What follows belongs to an exercise in optimizing a design on an open flow for small area and a short achievable clock period; a production flow would make more cautious choices. Only simulation tests tie the RTL to the original design; equivalence was not proved. Power is estimated from default activity; no workload was simulated.

## v49
Design axis_hdr_insert_top, start of the top module:
module axis_hdr_insert_top (
	input          clk,
	input          rst_n,
	input          valid_in,
	input  [127:0] data_in,
	input  [15:0]  keep_in,
	input          last_in,
	output         ready_in,
	output         valid_out,
	output [127:0] data_out,
	output [15:0]  keep_out,
	output         last_out,
	input          ready_out,
	input          valid_insert,
	input  [127:0] data_insert,
	input  [15:0]  keep_insert,
	input  [3:0]   byte_insert_cnt,
	output         ready_insert
);
axi_stream_insert_header #(
	.DATA_WD      (128),
	.DATA_BYTE_WD (16),
	.BYTE_CNT_WD  (4)
) u_core (
	.clk             (clk),
	.rst_n           (rst_n),
	.valid_in        (valid_in),
	.data_in         (data_in),
	.keep_in         (keep_in),
	.last_in         (last_in),
	.ready_in        (ready_in),
	.valid_out       (valid_out),
	.data_out        (data_out),
	.keep_out        (keep_out),
	.last_out        (last_out),
	.ready_out       (ready_out),
	.valid_insert    (valid_insert),
  ...
clock: 7.0 ns
lec_check: 0
cap_margin: 20
core_margin: 2
core_utilization: 40
setup_slack_margin: 4.6
slew_margin: 20
standard.sh (not shown) runs the stock make flow with config.mk's settings and CLKGATE_MAP_FILE= SYNTH_SCRIPT=/design/flow/synth_recipe.tcl, a recipe that flattens the netlist after the stock synthesis.
==> flow/flow/run.sh <==
#!/bin/bash
# Standard ORFS layout (the standard.sh), except that the port buffers that
# global placement inserts on every input and output use a plain buffer cell.
set -euo pipefail
bash standard.sh "BUFFER_PORTS_ARGS=-buffer_cell sky130_fd_sc_hd__buf_2" finish > standard.log 2>&1
v49 | status: complete | timing, DRC, antenna: pass
Inputs modified between v49 and v26:
Settings: swapping 4.6 for 3.9 in SETUP_SLACK_MARGIN.
==> comparison <==
Core utilization: v26 lower than v49. In v26, final standard cell count with taps included and fillers excluded is lower than in v49. v26 supports a lower top clock frequency than v49.
Setup changes, v26 to v16
Settings: a deleted SETUP_SLACK_MARGIN that had been 3.9.
## What came out
Per the final summary, v16 finished and its layout is clean on timing, DRC and antenna.
Initial antenna violation count: v16 vs v26 down 1
From v26 to v16 the numbers moved as follows: global-route usage fell by 0.28 points, headroom to the max-slew limit fell by 5.9 points, share of power burned in combinational logic fell by 0.4 points, biggest cell delay along the critical path rose by 0.50 ns, highest achievable clock rate fell by about 25%.
## Diff of input files: v40 against v16
Settings: SETUP_SLACK_MARGIN newly set to 4.3.
Results
Per the final summary, v40 finished and its layout is clean on timing, DRC and antenna.
The estimated power of v40 ends up higher than the estimate for v16.
Against v16, total length of routed wires in v40 rose by a few percent.
Summary: with v16 as the reference, number of filler cells placed in the layout in v40 moved down by a few percent.
Diff v40..v16 | flip-flop and latch count | unchanged
Relative to v16, the final clock period utilization by the worst path of v40 is lower by 19 points.
Higher count of clock-buffer cells in the layout was reported by v40, not v16.
Via count of the first global-routing pass came out higher on v40 than on v16.
v16 → v40: cell count climbed 0.81%, total combinational power shows an increase of 8.0%, total vias in the final route shows an increase of 441.
v40 vs v16, routed wire length on met2 went up by about 6%.

* * *

Another version of the RTL of axis_hdr_insert_top (not shown whole).
Size in the first run: about 2900 cells after synthesis, roughly 450 flip-flops, roughly 450 I/O pins, ~0.025 mm^2 of cells after synthesis.
make LEC_CHECK=0 CAP_MARGIN=20 CORE_MARGIN=2 CORE_UTILIZATION=40 SETUP_SLACK_MARGIN=4.3 SLEW_MARGIN=20 finish   # period 7.0 ns
run.sh (not shown) runs the stock make flow with config.mk's settings and CLKGATE_MAP_FILE= SYNTH_SCRIPT=/design/flow/synth_recipe.tcl, a recipe that flattens the netlist after the stock synthesis.
Stock flow here: none of the scripts above is used.
Next try:
==> flow/flow/run.sh (new file) <==
#!/bin/bash
# Standard ORFS layout (the standard.sh), except that the port buffers that
# global placement inserts on every input and output use a plain buffer cell.
set -euo pipefail
bash standard.sh "BUFFER_PORTS_ARGS=-buffer_cell sky130_fd_sc_hd__buf_2" finish > standard.log 2>&1
==> flow/standard.sh (new file) <==
#!/bin/bash
# synth_recipe.tcl (not shown) runs the flow's synth.tcl, then flattens the netlist and writes it again
# the make line also repeats each setting of config.mk as NAME=value (left out here)
make -C /OpenROAD-flow-scripts/flow DESIGN_CONFIG=/design/flow/config.mk WORK_HOME=/design/flow/orfs CLKGATE_MAP_FILE= SYNTH_SCRIPT=/design/flow/synth_recipe.tcl "${@:-finish}"
Settings changed: SETUP_SLACK_MARGIN 4.3 to 3.8.
removed: flow/run.sh
Result:
- The new run went through all stages and came out clean
- hold slack is better by 0.0048 ns
- routed wire length falls by 6.2%
- design area falls by 10%

* * *

Another version of the RTL of axis_hdr_insert_top (not shown whole).
Size: roughly 2100 cells after synthesis, ~460 flip-flops, ~22000 sq um of cells after synthesis.
Settings: LEC_CHECK=0, CAP_MARGIN=20, CORE_MARGIN=2, CORE_UTILIZATION=60, CTS_CLUSTER_DIAMETER=150, CTS_CLUSTER_SIZE=25, PLACE_DENSITY=0.72, SETUP_SLACK_MARGIN=4.4, SLEW_MARGIN=20; clock period 7.0 ns.
standard.sh (not shown) runs the stock make flow with config.mk's settings and CLKGATE_MAP_FILE= SYNTH_SCRIPT=/design/flow/synth_recipe.tcl, a recipe that flattens the netlist after the stock synthesis.
==> flow/flow/run.sh <==
#!/bin/bash
# Standard ORFS layout (the standard.sh), except that the port buffers that
# global placement inserts on every input and output use a plain buffer cell.
set -euo pipefail
bash standard.sh "BUFFER_PORTS_ARGS=-buffer_cell sky130_fd_sc_hd__buf_2" finish > standard.log 2>&1
The starting point finished with timing, DRC and antenna clean.
Change:
CORE_UTILIZATION = 40   (was 60)
CTS_BUF_LIST = sky130_fd_sc_hd__clkbuf_8   (was unset)
CTS_CLUSTER_DIAMETER = unset   (was 150)
CTS_CLUSTER_SIZE = unset   (was 25)
PLACE_DENSITY = unset   (was 0.72)
SETUP_SLACK_MARGIN = 4.3   (was 4.4)
=>
- design area went up by 4.3%
- sequential power barely changes
- setup slack loses 0.11 ns
- cell count came out higher by 13%
- die area is higher by 49%
- routed wire length is higher by 9.0%
- fmax shrinks by 3.9%
- utilization falls by 22 points
- first-iteration DRC count is lower by 12%
- power goes up by 9.3%
- area after synthesis does not change
Change:
SETUP_SLACK_MARGIN = 4.5   (was 4.3)
Wire length goes up by 1.9%.
Combinational power goes up by 12%.
Total power goes up by 5.3%.
Global-route usage hardly moves.
Clock power goes down by about 5%.
Area after synthesis does not change.
Count of clock-buffer cells in the layout goes down by 3.
Core utilization goes up by 2.6 points.
Synthesized cell count is unchanged.
Non-clock buffer count goes up by 98.
Die area does not change.
Change:
--- a/flow/flow/run.sh
+++ b/flow/flow/run.sh
@@ -5 +5 @@
-bash standard.sh "BUFFER_PORTS_ARGS=-buffer_cell sky130_fd_sc_hd__buf_2" finish > standard.log 2>&1
+bash standard.sh "BUFFER_PORTS_ARGS=-buffer_cell sky130_fd_sc_hd__buf_1" finish > standard.log 2>&1
CAP_MARGIN = 0   (was 20)
CTS_BUF_LIST = unset   (was sky130_fd_sc_hd__clkbuf_8)
CTS_CLUSTER_DIAMETER = 150   (was unset)
CTS_CLUSTER_SIZE = 25   (was unset)
SETUP_SLACK_MARGIN = 4.4   (was 4.5)
SLEW_MARGIN = 0   (was 20)
What happened: The changed run produced a clean layout; die area does not change; critical path depth went up by 4; design area went down by 9.5%; sequential cell count does not change.

* * *

Starting RTL as in the previous note.
==> flow/config.mk <==
export PLATFORM = sky130hd
export DESIGN_NAME = axis_hdr_insert_top
export DESIGN_NICKNAME = axis_hdr_insert_top
export VERILOG_FILES = /design/flow/design.v
export SDC_FILE = /design/flow/constraint.sdc
export NUM_CORES = 4
export LEC_CHECK = 0
export CAP_MARGIN = 0
export CORE_MARGIN = 2
export CORE_UTILIZATION = 40
export CTS_CLUSTER_DIAMETER = 150
export CTS_CLUSTER_SIZE = 25
export GPL_ROUTABILITY_DRIVEN = 0
export SETUP_SLACK_MARGIN = 4.4
export SLEW_MARGIN = 0
==> flow/constraint.sdc <==
create_clock -name core_clock -period 7.0 [get_ports {clk}]
set_input_delay 1.4000 -clock core_clock [delete_from_list [all_inputs] [get_ports {clk}]]
set_output_delay 1.4000 -clock core_clock [all_outputs]
set_load 0.01 [all_outputs]
==> flow/flow/run.sh <==
#!/bin/bash
# Standard ORFS layout (the standard.sh), except that the port buffers that
# global placement inserts on every input and output use a plain buffer cell.
set -euo pipefail
bash standard.sh "BUFFER_PORTS_ARGS=-buffer_cell sky130_fd_sc_hd__buf_1" finish > standard.log 2>&1
The first run ran to the end with no violations.
Change:
GPL_ROUTABILITY_DRIVEN = not set   (was 0)
SETUP_SLACK_MARGIN = 4.45   (was 4.4)
Result: Routed wire length came out higher by about 1.2%; synthesized area is unchanged; total power grows by 4.0%; global-route usage rises by 0.55 points.

* * *

== TR ==
axis_hdr_insert_top with an RTL version that a note above also has.
Size in the first run: ~450 flip-flops.
Settings: LEC_CHECK=0, CAP_MARGIN=20, CORE_MARGIN=2, CORE_UTILIZATION=40, SLEW_MARGIN=20; clock period 7.0 ns.
==> flow/flow/run.sh <==
#!/bin/bash
# Standard ORFS layout (the standard.sh), except that the port buffers that
# global placement inserts on every input and output use a plain buffer cell.
set -euo pipefail
bash standard.sh "BUFFER_PORTS_ARGS=-buffer_cell sky130_fd_sc_hd__buf_2" finish > standard.log 2>&1
### TR -> PW
==> flow/run.sh (new file) <==
#!/bin/bash
# synth_recipe.tcl (not shown) runs the flow's synth.tcl, then flattens the netlist and writes it again
# the make line also repeats each setting of config.mk as NAME=value (left out here)
make -C /OpenROAD-flow-scripts/flow DESIGN_CONFIG=/design/flow/config.mk WORK_HOME=/design/flow/orfs CLKGATE_MAP_FILE= SYNTH_SCRIPT=/design/flow/synth_recipe.tcl finish
removed: flow/flow/run.sh
removed: flow/standard.sh
### Flow results
Lower pre-CTS worst setup slack was reported by PW, not TR. Lower critical path depth among TR and PW: TR. Buffering stage count on the worst path with inverters included for PW: 2 down relative to TR. Max combinational gate power across TR and PW: PW. [compare] base=TR new=PW: hold slack saw little to no change, via count of the first global-routing pass saw an increase.

re-timing with driven ports:
The results above use ideal ports. As a check the final layouts listed here were re-extracted and re-timed, cells and wires unchanged. Step 1, drivers: a clkbuf_16 drives clk and a buf_2 each remaining input, both assumed. Step 2 times the ports against the registers' clock, not the clock port: input delays grow and output delays shrink by t, the midpoint of the rising clock arrivals with the driver on. Slacks: ideal / step 1 / step 2; pairs: ideal / step 1.
run	t (ns)	slack for setup (ns)	hold slack, ns	worst setup path at the end
v49	0.660	4.295 / 4.231 / 3.971	0.350 / 0.350 / 0.350	input to register
v26	0.646	3.953 / 3.953 / 3.431	0.349 / 0.349 / 0.349	input to register
v16	0.643	2.926 / 2.926 / 2.926	0.351 / 0.351 / 0.351	register to register
v40	0.653	4.232 / 4.197 / 3.846	0.347 / 0.347 / 0.347	input to register
the first run of note 2	0.650	3.801 / 3.787 / 3.137	0.350 / 0.350 / 0.350	input to register
the second run of note 2	0.666	3.738 / 3.738 / 3.191	0.355 / 0.355 / 0.355	input to register
the first run of note 3	0.623	4.386 / 4.366 / 3.908	0.352 / 0.352 / 0.352	input to register
the second run of note 3	0.718	4.279 / 4.253 / 3.715	0.347 / 0.347 / 0.347	input to register
the third run of note 3	0.705	4.356 / 4.301 / 3.845	0.346 / 0.346 / 0.346	input to register
the fourth run of note 3	0.627	4.400 / 4.364 / 3.901	0.333 / 0.333 / 0.333	input to register
the first run of note 4	0.636	4.404 / 4.351 / 3.887	0.346 / 0.346 / 0.346	input to register
the second run of note 4	0.634	4.392 / 4.335 / 3.916	0.346 / 0.346 / 0.346	input to register
TR	0.654	3.126 / 3.126 / 2.862	0.348 / 0.348 / 0.348	input to register
PW	0.653	3.109 / 3.131 / 2.478	0.347 / 0.347 / 0.347	input to register
After both steps setup and hold are still met in every run listed. The setup slack of the first run of note 2, which loses most, moves by -0.014 ns with the drivers and by -0.664 ns with both steps.
